Background: an optimization exercise with open tools, aiming at small area, a short achievable clock period and few clock cycles per item. Do not read the settings as production practice. At most, simulation tests tie the RTL to the original design; equivalence was not proved.

==> flow/design.v <==
`default_nettype none
module iterativeDivision
  #(parameter int unsigned DATA_W = 32)
  ( input  var logic i_clk
  , input  var logic i_rst  
  , input  var logic [DATA_W-1:0] i_dividend
  , input  var logic [DATA_W-1:0] i_divisor
  , input  var logic i_start  
  , output var logic [DATA_W-1:0] o_quotient
  , output var logic [DATA_W-1:0] o_remainder
  , output var logic o_finish  
  );
  function automatic logic [5:0] clz32(input logic [31:0] x);
    logic [5:0] n;
    n = 6'd32;
    for (int i = 0; i < 32; i++)
      if (x[i]) n = 31 - i;
    clz32 = n;
  endfunction
  logic [5:0] zA, zB;
  logic [5:0] shAmt;
  logic       divZero, quotZero;
  always_comb begin
    zA       = clz32(i_dividend);
    zB       = clz32(i_divisor);
    shAmt    = zB - zA;
    divZero  = (i_divisor == '0);
    quotZero = (zB < zA);  
  end
  logic       busy_q, iter_q;
  logic [3:0] count_q;
  always_ff @(posedge i_clk)
    if (i_rst) begin
      busy_q <= '0;
      iter_q <= '0;
    end else if (i_start) begin
      busy_q <= '1;
      iter_q <= !(divZero || quotZero);
    end else begin
      busy_q <= busy_q && iter_q;
      iter_q <= iter_q && (count_q != '0);
    end
  always_ff @(posedge i_clk)
    if (i_start)
      count_q <= shAmt[4:1];
    else
      count_q <= count_q - 1'b1;
  always_comb
    o_finish = busy_q && !iter_q;
  logic [DATA_W:0]   div_q;
  logic [DATA_W-1:0] rem_q, quo_q;
  logic [DATA_W:0]   t1, t2, div2;
  logic [DATA_W-1:0] rem1, rem2;
  logic              q1, q2;
  always_comb begin
    t1   = {1'b0, rem_q} - div_q;
    q1   = !t1[DATA_W] && !div_q[DATA_W];
    rem1 = q1 ? t1[DATA_W-1:0] : rem_q;
    div2 = div_q >> 1;
    t2   = {1'b0, rem1} - div2;
    q2   = !t2[DATA_W];
    rem2 = q2 ? t2[DATA_W-1:0] : rem1;
  end
  always_ff @(posedge i_clk)
    if (i_start) begin
      div_q <= {1'b0, i_divisor} << {shAmt[4:1], 1'b1};
      rem_q <= i_dividend;
      quo_q <= {DATA_W{divZero}};
    end else begin
      div_q <= div_q >> 2;
      rem_q <= rem2;
      quo_q <= {quo_q[DATA_W-3:0], q1, q2};
    end
  always_comb begin
    o_quotient  = quo_q;
    o_remainder = rem_q;
  end
endmodule
`resetall
Settings: LEC_CHECK=0, CAP_MARGIN=20, CORE_MARGIN=2, CORE_UTILIZATION=40, SLEW_MARGIN=20; clock period 8.0 ns.
run.sh (not shown) runs the stock make flow with config.mk's settings and CLKGATE_MAP_FILE= SYNTH_SCRIPT=/design/flow/synth_recipe.tcl, a recipe that flattens the netlist after the stock synthesis.
Change:
--- a/flow/design.v
+++ b/flow/design.v
@@ -49,16 +49,32 @@
     o_finish = busy_q && !iter_q;
   logic [DATA_W:0]   div_q;
-  logic [DATA_W-1:0] rem_q, quo_q;
-  logic [DATA_W:0]   t1, t2, div2;
-  logic [DATA_W-1:0] rem1, rem2;
-  logic              q1, q2;
+  logic [DATA_W-1:0] rem_q, quo_q, rem2;
+  localparam int unsigned W = DATA_W + 3;
+  logic [W-1:0] rX, dX, d2X, s3, c3;
+  logic [W:0]   t1, t2, t3;
+  logic         ge1, ge2, ge3, q1, q2;
   always_comb begin
-    t1   = {1'b0, rem_q} - div_q;
-    q1   = !t1[DATA_W] && !div_q[DATA_W];
-    rem1 = q1 ? t1[DATA_W-1:0] : rem_q;
-    div2 = div_q >> 1;
-    t2   = {1'b0, rem1} - div2;
-    q2   = !t2[DATA_W];
-    rem2 = q2 ? t2[DATA_W-1:0] : rem1;
+    rX  = W'(rem_q);
+    d2X = W'(div_q);
+    dX  = W'(div_q[DATA_W:1]);
+    s3  = rX ^ ~d2X ^ ~dX;
+    c3  = {(rX[W-2:0] & ~d2X[W-2:0]) | (rX[W-2:0] & ~dX[W-2:0])
+           | (~d2X[W-2:0] & ~dX[W-2:0]), 1'b1};
+    t1  = {rX, 1'b1} + {~dX, 1'b1};
+    t2  = {rX, 1'b1} + {~d2X, 1'b1};
+    t3  = {s3, 1'b1} + {c3, 1'b1};
+    ge1 = !t1[W];
+    ge2 = !t2[W];
+    ge3 = !t3[W];
+    q1  = ge2;
+    q2  = ge3 || (ge1 && !ge2);
+    if (ge3)
+      rem2 = t3[DATA_W:1];
+    else if (ge2)
+      rem2 = t2[DATA_W:1];
+    else if (ge1)
+      rem2 = t1[DATA_W:1];
+    else
+      rem2 = rem_q;
   end
   always_ff @(posedge i_clk)
After rerunning: Sequential cell count does not change. Clock skew barely changes. First-iteration DRC count came out higher by 34%. Utilization goes down by 1.8 points. Hold slack barely changes. Fmax increases by 19%. Via count rose by 27%. Setup slack is better by 1.2 ns.
No run of this note included a check of the RTL's function; only the layout flow was run.

---

Another version of the RTL of iterativeDivision (not shown whole).
For scale: roughly 1600 cells after synthesis.
==> module iterativeDivision, before the edit <==
module iterativeDivision
  #(parameter int unsigned DATA_W = 32)
  ( input  var logic i_clk
  , input  var logic i_rst  
  , input  var logic [DATA_W-1:0] i_dividend
  , input  var logic [DATA_W-1:0] i_divisor
  , input  var logic i_start  
  , output var logic [DATA_W-1:0] o_quotient
  , output var logic [DATA_W-1:0] o_remainder
  , output var logic o_finish  
  );
  function automatic logic [5:0] clz32(input logic [31:0] x);
    logic [15:0] z1; logic [15:0] c1;       
    logic [7:0]  z2; logic [15:0] c2;       
    logic [3:0]  z3; logic [11:0] c3;       
    logic [1:0]  z4; logic [7:0]  c4;       
    logic        z5; logic [4:0]  c5;
    for (int i = 0; i < 16; i++) begin
      z1[i] = !(x[2*i+1] || x[2*i]);
      c1[i] = !x[2*i+1];
    end
    for (int i = 0; i < 8; i++) begin
      z2[i]         = z1[2*i+1] && z1[2*i];
      c2[2*i+:2]    = z1[2*i+1] ? {1'b1, c1[2*i]} : {1'b0, c1[2*i+1]};
    end
    for (int i = 0; i < 4; i++) begin
      z3[i]         = z2[2*i+1] && z2[2*i];
      c3[3*i+:3]    = z2[2*i+1] ? {1'b1, c2[4*i+:2]} : {1'b0, c2[4*i+2+:2]};
    end
    for (int i = 0; i < 2; i++) begin
      z4[i]         = z3[2*i+1] && z3[2*i];
      c4[4*i+:4]    = z3[2*i+1] ? {1'b1, c3[6*i+:3]} : {1'b0, c3[6*i+3+:3]};
    end
    z5 = z4[1] && z4[0];
    c5 = z4[1] ? {1'b1, c4[3:0]} : {1'b0, c4[7:4]};
    clz32 = {z5, z5 ? 5'd0 : c5};
  endfunction
  logic [5:0] zA_q, zB_q;
  logic       quotZero_q;
  logic [31:0] dividendSeen;
  always_comb begin
    dividendSeen[31] = i_dividend[31];
    for (int i = 30; i >= 0; i--)
      dividendSeen[i] = dividendSeen[i+1] || i_dividend[i];
  end
  always_ff @(posedge i_clk) begin
    zA_q       <= clz32(i_dividend);
    zB_q       <= clz32(i_divisor);
    quotZero_q <= (i_divisor == '0) || ((i_divisor & ~dividendSeen) != '0);
  end
  logic [5:0] shDiff;
  logic [4:0] shAmt;
  logic       quotZero, alignDone;
  always_comb begin
    shDiff   = zB_q - zA_q;  
    shAmt    = shDiff[4:0];
    quotZero = quotZero_q;
    alignDone = (shDiff[5:0] == '0);
  end
  logic       busy_q, align_q, step_q;
  logic [4:0] count_q;
  always_ff @(posedge i_clk)
    if (i_rst) begin
      busy_q  <= '0;
      align_q <= '0;
      step_q  <= '0;
    end else if (i_start) begin
      busy_q  <= '1;
      align_q <= '1;
      step_q  <= '0;
    end else if (align_q) begin
      busy_q  <= !quotZero;
      align_q <= '0;
      step_q  <= !quotZero && !alignDone;
    end else begin
      busy_q  <= busy_q && step_q;
      step_q  <= step_q && (count_q != '0);
    end
  always_ff @(posedge i_clk)
    if (align_q)
      count_q <= shAmt;
    else
      count_q <= count_q - 1'b1;
  always_comb
    o_finish = busy_q && (align_q ? quotZero : !step_q);
  logic [DATA_W-1:0] div_q, rem_q, quo_q, remNext;
  logic              doStep;
  always_comb
    doStep = step_q || (align_q && alignDone && !quotZero);
  logic [DATA_W:0] diff;
  logic            qBit;
  always_comb begin
    diff    = {1'b0, rem_q} - {1'b0, div_q};
    qBit    = !diff[DATA_W];
    remNext = qBit ? diff[DATA_W-1:0] : rem_q;
  end
  always_ff @(posedge i_clk)
    if (i_start)
      div_q <= i_divisor;
    else if (align_q)
      div_q <= div_q << shAmt;
    else
      div_q <= div_q >> 1;
  always_ff @(posedge i_clk)
    if (i_start)
      rem_q <= i_dividend;
    else if (doStep)
      rem_q <= remNext;
  always_ff @(posedge i_clk)
    if (i_start)
      quo_q <= {DATA_W{i_divisor == '0}};
    else if (align_q && !alignDone)
      quo_q <= '0;
    else
      quo_q <= {quo_q[DATA_W-2:0], qBit};
  always_comb begin
    o_quotient  = quo_q;
    o_remainder = rem_q;
  end
endmodule
export LEC_CHECK = 0
export ABC_AREA = 1
export CAP_MARGIN = 20
export CORE_MARGIN = 2
export CORE_UTILIZATION = 40
export SETUP_SLACK_MARGIN = 5.0
export SLEW_MARGIN = 20
create_clock -name core_clock -period 8.0 [get_ports {i_clk}]
standard.sh (not shown) runs the stock make flow with config.mk's settings and CLKGATE_MAP_FILE= SYNTH_SCRIPT=/design/flow/synth_recipe.tcl, a recipe that flattens the netlist after the stock synthesis.
==> flow/flow/run.sh <==
#!/bin/bash
# Standard layout, with the port buffers made from the smallest buffer cell
# (repair may still resize them). make's output goes to flow_make.log; each
# ORFS step writes its own log under orfs/logs/.
set -euo pipefail
export BUFFER_PORTS_ARGS="-buffer_cell sky130_fd_sc_hd__buf_1"
bash standard.sh finish > flow_make.log 2>&1
The starting point finished with timing, DRC and antenna clean.
Testbench counts at the start, summed over its fixed seeds: cycles 22,318, items 3,200.
Change:
--- a/flow/design.v
+++ b/flow/design.v
@@ -38,5 +38,5 @@
   endfunction
   logic [5:0] zA_q, zB_q;
-  logic       quotZero_q;
+  logic       quotZero_q, divZero_q;
   logic [31:0] dividendSeen;
   always_comb begin
@@ -49,4 +49,5 @@
     zB_q       <= clz32(i_divisor);
     quotZero_q <= (i_divisor == '0) || ((i_divisor & ~dividendSeen) != '0);
+    divZero_q  <= (i_divisor == '0);
   end
   logic [5:0] shDiff;
@@ -109,12 +110,10 @@
       rem_q <= remNext;
   always_ff @(posedge i_clk)
-    if (i_start)
-      quo_q <= {DATA_W{i_divisor == '0}};
-    else if (align_q && !alignDone)
+    if (i_start || (align_q && !alignDone))
       quo_q <= '0;
     else
       quo_q <= {quo_q[DATA_W-2:0], qBit};
   always_comb begin
-    o_quotient  = quo_q;
+    o_quotient  = quo_q | {DATA_W{align_q && divZero_q}};
     o_remainder = rem_q;
   end
After rerunning: Clock skew came out lower by 0.0071 ns; core utilization went down by 0.42 points; first-iteration DRC count rose by 6.1%; register-to-register slack is worse by 0.11 ns.
Only the layout flow was run in the second run of this note; the RTL was not checked for function there.

==> re-timing with driven ports <==
No port has a modelled driver above. Below, the same layouts with a new extraction and two added sets of constraints.
Step 1 (the two cells are an assumption about what drives the block):
set clk [get_ports {i_clk}]
set_driving_cell -lib_cell sky130_fd_sc_hd__clkbuf_16 $clk
set_driving_cell -lib_cell sky130_fd_sc_hd__buf_2 [delete_from_list [all_inputs] $clk]
Step 2 times the ports against the registers' clock, not the clock port: input delays grow and output delays shrink by t, the midpoint of the rising clock arrivals with the driver on.
a / b / c = ideal ports / drivers / drivers and shift; a / b = the first two.
| run | shift t [ns] | setup slack, ns | latest minus earliest clock arrival (ns) |
|---|---|---|---|
| the first run of note 1 | 0.400 | 0.743 / 0.743 / 0.743 | 0.014 / 0.013 |
| the second run of note 1 | 0.413 | 1.911 / 1.933 / 1.520 | 0.015 / 0.014 |
| the first run of note 2 | 0.474 | 5.061 / 5.013 / 4.739 | 0.018 / 0.018 |
| the second run of note 2 | 0.474 | 5.048 / 5.004 / 4.662 | 0.010 / 0.010 |
After both steps every run listed still meets setup and hold. For the second run of note 1, which loses most, drivers alone change the setup slack by +0.022 ns; drivers and shift together by -0.391 ns.
